Source: an optimization exercise on an open RTL-to-GDS flow (aim: small area). Production flows keep margins and buffers that such runs may drop.
Only simulation tests tie the RTL to the original design; equivalence was not proved.
No activity file was given, so power comes from the tool's default toggle rates.

==> 11-06: inputs <==
==> flow/design.v <==
`timescale 1ns / 1ns
module top_project(
    input clk,
    input reset,
    input rx,
    output tx,
    input [1:0] sw_mode,
    input [3:0] btn,
    output [7:0] fnd_font,
    output [3:0] fnd_comm,
    output [3:0] led
    );
    reg p, first;
    reg [3:0] wmu, wmt;               
    always @(posedge clk, posedge reset) begin
        if (reset) begin
            p <= 1'b0;
            first <= 1'b1;
        end else begin
            p <= ~p;
            first <= 1'b0;
        end
    end
    wire w_inc  = ~p & ~first;        
    wire wmu9   = (wmu == 4'd9);
    wire wm99   = wmu9 & (wmt == 4'd9);
    wire [1:0] m4 = {wmt[0] ^ wmu[1], wmu[0]};    
    wire ph0 = ~p & (m4 == 2'd3);     
    wire ph1 =  p & (m4 == 2'd0);     
    wire ph2 = ~p & (m4 == 2'd0);     
    wire ph4 = ~p & (m4 == 2'd1);     
    wire w49    = wmu9 & ((wmt == 4'd4) | (wmt == 4'd9));
    wire smp    =  p & w49;           
    wire bpulse = ~p & w49;           
    wire scan   =  p & (wmu9 | (wmu == 4'd4));    
    reg wc_ms;                        
    always @(posedge clk, posedge reset) begin
        if (reset) begin
            wmu <= 4'd0;
            wmt <= 4'd0;
            wc_ms <= 1'b0;
        end else begin
            wc_ms <= w_inc & wm99;
            if (w_inc) begin
                if (wmu9) begin
                    wmu <= 4'd0;
                    wmt <= (wmt == 4'd9) ? 4'd0 : wmt + 4'd1;
                end else
                    wmu <= wmu + 4'd1;
            end
        end
    end
    reg f;
    reg [3:0] na, nb, nc;
    wire m = sw_mode[1];
    wire ib = m ? btn[0] : btn[2];
    function [3:0] inc9(input [3:0] n);
        inc9 = n[3] ? 4'd9 : n + 4'd1;
    endfunction
    always @(posedge clk, posedge reset) begin
        if (reset) begin
            f <= 1'b0;
            na <= 4'd0;
            nb <= 4'd0;
            nc <= 4'd0;
        end else if (smp) begin
            f <= m;
            na <= btn[1] ? inc9((f == m) ? na : 4'd0) : 4'd0;
            nb <= ib     ? inc9((f == m) ? nb : 4'd0) : 4'd0;
            nc <= (btn[3] & m) ? inc9(nc) : 4'd0;
        end
    end
    wire pa = bpulse & (na == 4'd8);
    wire pb = bpulse & (nb == 4'd8);
    wire b_run   = pa & ~f;
    wire b_hour  = pa &  f;
    wire b_clear = pb & ~f;
    wire b_sec   = pb &  f;
    wire b_min   = bpulse & (nc == 4'd8);
    reg [7:0] k;
    reg [7:0] rdata;
    wire r_idle = (k == 8'd152);
    always @(posedge clk, posedge reset) begin
        if (reset)
            k <= 8'd152;
        else if (r_idle) begin
            if (~rx) k <= 8'd248;
        end else if (ph0)
            k <= k + 8'd1;
    end
    always @(posedge clk) begin
        if (~r_idle & ph0 & ~k[7] & (k[3:0] == 4'hf))
            rdata[k[6:4]] <= rx;
    end
    wire r_done = ph0 & (k == 8'd151);
    reg pend;
    reg [7:0] u;
    reg txr;
    reg [2:0] cmd;
    wire t_start = pend & ph4;
    wire t_idle = (u == 8'd145);
    always @(posedge clk, posedge reset) begin
        if (reset) begin
            pend <= 1'b0;
            u <= 8'd145;
            txr <= 1'b1;
            cmd <= 3'd0;
        end else begin
            if (r_done) pend <= 1'b1;
            else if (t_start) pend <= 1'b0;
            if (t_start) u <= 8'd240;
            else if (ph0 & ~t_idle) u <= u + 8'd1;
            if (t_start) txr <= 1'b0;
            else if (ph1 & (u[3:0] == 4'h0)) txr <= u[7] | rdata[u[6:4]];
            if (t_start)
                case (rdata)
                    8'h52: cmd <= 3'd1;
                    8'h43: cmd <= 3'd2;
                    8'h73: cmd <= 3'd3;
                    8'h6D: cmd <= 3'd4;
                    8'h68: cmd <= 3'd5;
                    default: cmd <= 3'd0;
                endcase
        end
    end
    assign tx = txr;
    wire cfire = ph2 & (u == 8'd144);
    wire u_run   = cfire & (cmd == 3'd1);
    wire u_clear = cfire & (cmd == 3'd2);
    wire u_sec   = cfire & (cmd == 3'd3);
    wire u_min   = cfire & (cmd == 3'd4);
    wire u_hour  = cfire & (cmd == 3'd5);
    wire run_p   = b_run   | u_run;
    wire clear_p = b_clear | u_clear;
    wire sec_p   = b_sec   | u_sec;
    wire min_p   = b_min   | u_min;
    wire hour_p  = b_hour  | u_hour;
    reg [1:0] st;                     
    wire s_run = (st == 2'd1);
    wire s_clr = (st == 2'd2);
    always @(posedge clk, posedge reset) begin
        if (reset) st <= 2'd0;
        else case (st)
            2'd0: if (run_p) st <= 2'd1; else if (clear_p) st <= 2'd2;
            2'd1: if (run_p) st <= 2'd0;
            2'd2: if (clear_p) st <= 2'd0;
            default: ;
        endcase
    end
    reg cs, clks;
    reg [3:0] smu, smt, ssu, sxu, shu;
    reg [2:0] sst, sxt;
    reg [1:0] sht;
    reg sc1, sc2, sc3;
    always @(posedge clk, posedge reset) begin
        if (reset) begin
            cs <= 1'b0; clks <= 1'b0;
            smu <= 0; smt <= 0; ssu <= 0; sst <= 0; sxu <= 0; sxt <= 0; shu <= 0; sht <= 0;
            sc1 <= 0; sc2 <= 0; sc3 <= 0;
        end else begin
            clks <= s_run & cs;
            if (s_run) cs <= ~cs;
            else if (s_clr) cs <= 1'b0;
            sc1 <= ~s_clr & clks & (smu == 9) & (smt == 9);
            sc2 <= ~s_clr & sc1 & (ssu == 9) & (sst == 5);
            sc3 <= ~s_clr & sc2 & (sxu == 9) & (sxt == 5);
            if (s_clr) begin
                smu <= 0; smt <= 0; ssu <= 0; sst <= 0; sxu <= 0; sxt <= 0; shu <= 0; sht <= 0;
            end else begin
                if (clks) begin
                    if (smu == 9) begin
                        smu <= 0;
                        smt <= (smt == 9) ? 4'd0 : smt + 4'd1;
                    end else smu <= smu + 4'd1;
                end
                if (sc1) begin
                    if (ssu == 9) begin
                        ssu <= 0;
                        sst <= (sst == 5) ? 3'd0 : sst + 3'd1;
                    end else ssu <= ssu + 4'd1;
                end
                if (sc2) begin
                    if (sxu == 9) begin
                        sxu <= 0;
                        sxt <= (sxt == 5) ? 3'd0 : sxt + 3'd1;
                    end else sxu <= sxu + 4'd1;
                end
                if (sc3) begin
                    if (shu == 3 && sht == 2) begin
                        shu <= 0; sht <= 0;
                    end else if (shu == 9) begin
                        shu <= 0; sht <= sht + 2'd1;
                    end else shu <= shu + 4'd1;
                end
            end
        end
    end
    reg [3:0] wsu, wxu, whu;
    reg [2:0] wst, wxt;
    reg [1:0] wht;
    reg wc_s, wc_x;
    wire w_sec_inc = sec_p | wc_ms;
    wire w_min_inc = min_p | wc_s;
    wire w_hr_inc  = hour_p | wc_x;
    always @(posedge clk, posedge reset) begin
        if (reset) begin
            wsu <= 0; wst <= 0; wxu <= 0; wxt <= 0; whu <= 4'd2; wht <= 2'd1;
            wc_s <= 0; wc_x <= 0;
        end else begin
            wc_s <= w_sec_inc & (wsu == 9) & (wst == 5);
            wc_x <= w_min_inc & (wxu == 9) & (wxt == 5);
            if (w_sec_inc) begin
                if (wsu == 9) begin
                    wsu <= 0;
                    wst <= (wst == 5) ? 3'd0 : wst + 3'd1;
                end else wsu <= wsu + 4'd1;
            end
            if (w_min_inc) begin
                if (wxu == 9) begin
                    wxu <= 0;
                    wxt <= (wxt == 5) ? 3'd0 : wxt + 3'd1;
                end else wxu <= wxu + 4'd1;
            end
            if (w_hr_inc) begin
                if (whu == 3 && wht == 2) begin
                    whu <= 0; wht <= 0;
                end else if (whu == 9) begin
                    whu <= 0; wht <= wht + 2'd1;
                end else whu <= whu + 4'd1;
            end
        end
    end
    reg [2:0] pos;
    always @(posedge clk, posedge reset) begin
        if (reset) pos <= 3'd0;
        else if (scan) pos <= pos + 3'd1;
    end
    wire sel_w = sw_mode[1];
    wire sel_h = sw_mode[0];
    wire [3:0] ms_u = sel_w ? wmu : smu;
    wire [3:0] ms_t = sel_w ? wmt : smt;
    wire [3:0] s_u  = sel_w ? wsu : ssu;
    wire [2:0] s_t  = sel_w ? wst : sst;
    wire [3:0] x_u  = sel_w ? wxu : sxu;
    wire [2:0] x_t  = sel_w ? wxt : sxt;
    wire [3:0] h_u  = sel_w ? whu : shu;
    wire [1:0] h_t  = sel_w ? wht : sht;
    reg [3:0] dig;
    always @(*) begin
        case (pos)
            3'd0: dig = sel_h ? x_u : ms_u;
            3'd1: dig = sel_h ? {1'b0, x_t} : ms_t;
            3'd2: dig = sel_h ? h_u : s_u;
            3'd3: dig = sel_h ? {2'b0, h_t} : {1'b0, s_t};
            3'd6: dig = (ms_t < 4'd5) ? 4'he : 4'hf;
            default: dig = 4'hf;
        endcase
    end
    reg [7:0] seg;
    always @(*) begin
        case (dig)
            4'h0: seg = 8'hc0;
            4'h1: seg = 8'hf9;
            4'h2: seg = 8'ha4;
            4'h3: seg = 8'hb0;
            4'h4: seg = 8'h99;
            4'h5: seg = 8'h92;
            4'h6: seg = 8'h82;
            4'h7: seg = 8'hf8;
            4'h8: seg = 8'h80;
            4'h9: seg = 8'h90;
            4'he: seg = 8'h7f;
            default: seg = 8'hff;
        endcase
    end
    assign fnd_font = seg;
    reg [3:0] comm;
    always @(*) begin
        case (pos[1:0])
            2'd0: comm = 4'b1110;
            2'd1: comm = 4'b1101;
            2'd2: comm = 4'b1011;
            default: comm = 4'b0111;
        endcase
    end
    assign fnd_comm = comm;
    reg [3:0] ledr;
    always @(*) begin
        case (sw_mode)
            2'b00: ledr = 4'b0001;
            2'b01: ledr = 4'b0010;
            2'b10: ledr = 4'b0100;
            default: ledr = 4'b1000;
        endcase
    end
    assign led = ledr;
endmodule
==> flow/run.sh <==
#!/bin/bash
# synth_recipe.tcl (not shown) runs the flow's synth.tcl, then flattens the netlist and writes it again
# the make line also repeats each setting of config.mk as NAME=value (left out here)
make -C /OpenROAD-flow-scripts/flow DESIGN_CONFIG=/design/flow/config.mk WORK_HOME=/design/flow/orfs CLKGATE_MAP_FILE= SYNTH_SCRIPT=/design/flow/synth_recipe.tcl finish
==> flow/config.mk <==
export PLATFORM = sky130hd
export DESIGN_NAME = top_project
export DESIGN_NICKNAME = top_project
export VERILOG_FILES = /design/flow/design.v
export SDC_FILE = /design/flow/constraint.sdc
export NUM_CORES = 4
export LEC_CHECK = 0
export ABC_AREA = 1
export CAP_MARGIN = 20
export CORE_MARGIN = 2
export CORE_UTILIZATION = 60
export SLEW_MARGIN = 20
==> flow/constraint.sdc <==
create_clock -name core_clock -period 12.0 [get_ports {clk}]
set_input_delay 2.4000 -clock core_clock [delete_from_list [all_inputs] [get_ports {clk}]]
set_output_delay 2.4000 -clock core_clock [all_outputs]
set_load 0.01 [all_outputs]
==> 06-22 (differences from 11-06) <==
Settings changed: CTS_BUF_LIST set to sky130_fd_sc_hd__clkbuf_4, CTS_CLUSTER_DIAMETER set to 100, CTS_CLUSTER_SIZE set to 40.
==> comparison <==
06-22 produced a clean layout. 11-06 completed with no timing, DRC or antenna violations.
Between 06-22 and 11-06, the lower design area is in 06-22 (gap about 4%, measured against 11-06).
Hold slack: 11-06 is worse than 06-22 (0.014 ns).
Against 06-22, the count of clock-buffer cells in the layout of 11-06 is higher by 4.
Against 06-22, the utilization of 11-06 is higher by 3.0 points.
Against 11-06, the clock skew of 06-22 is higher by 0.0074 ns.
Sequential share of layout area: 06-22 is higher than 11-06 (1.6 points).
Between 11-06 and 06-22, the lower worst setup slack is in 06-22 (gap 0.029 ns).
Of 11-06 and 06-22, 06-22 has the higher first-iteration DRC count (gap 8.4%, measured against 06-22).
==> figures <==
quantity	11-06	06-22
Outcome	complete, no violations	complete, no violations
Metal1 wirelength	7.20 mm	7.13 mm
Least setup slack across all paths after layout	4.02 ns	3.99 ns
Maximum resistive drop on vdd	0.000121 V	0.000106 V
Met2 routed WL	8.14 mm	7.78 mm
Wire length of the first global-routing pass	27.8 mm	27.3 mm
First-pass DRT Iterations	5	6
Total power consumption of the routed design	1.43 mW	1.20 mW
Met3 global-route usage	0.0703	0.0752
Design Area, Final	7820 µm²	7490 µm²
Initial DRC count	513	560
Met1 Resource Use GR	0.351	0.353
Post-detailed-route via-to-cell ratio	5.65	5.59
Data arrival time of the critical path	5.58 ns	5.61 ns
Transition at the pin with the smallest max-transition slack	0.822 ns	0.797 ns
Fillers	819	866
GRT Overall Usage	0.283	0.275
Via count of the first global-routing pass	5916	5829

[port drivers added, routing unchanged]
Ports are ideal in the flow. The routed layouts listed here were re-timed in OpenROAD.
Step 1 (the two cells are an assumption about what drives the block):
set clk [get_ports {clk}]
set_driving_cell -lib_cell sky130_fd_sc_hd__clkbuf_16 $clk
set_driving_cell -lib_cell sky130_fd_sc_hd__buf_2 [delete_from_list [all_inputs] $clk]
Step 2 moves the port delays by t, midway between the first and last clock arrival at a register: inputs arrive t later, outputs are due t later. That takes back most of the time a late clock gives input paths.
Three values: ideal, step 1, step 2; two values: the first two.
run	t (ns)	slack for setup (ns)	worst hold slack (ns)
11-06	0.458	4.017 / 3.978 / 3.978	0.479 / 0.479 / 0.479
06-22	0.570	3.988 / 3.951 / 3.951	0.493 / 0.493 / 0.493
After both steps every run listed still meets setup and hold. For 11-06, which loses most, drivers alone change the setup slack by -0.039 ns; drivers and shift together by -0.039 ns.
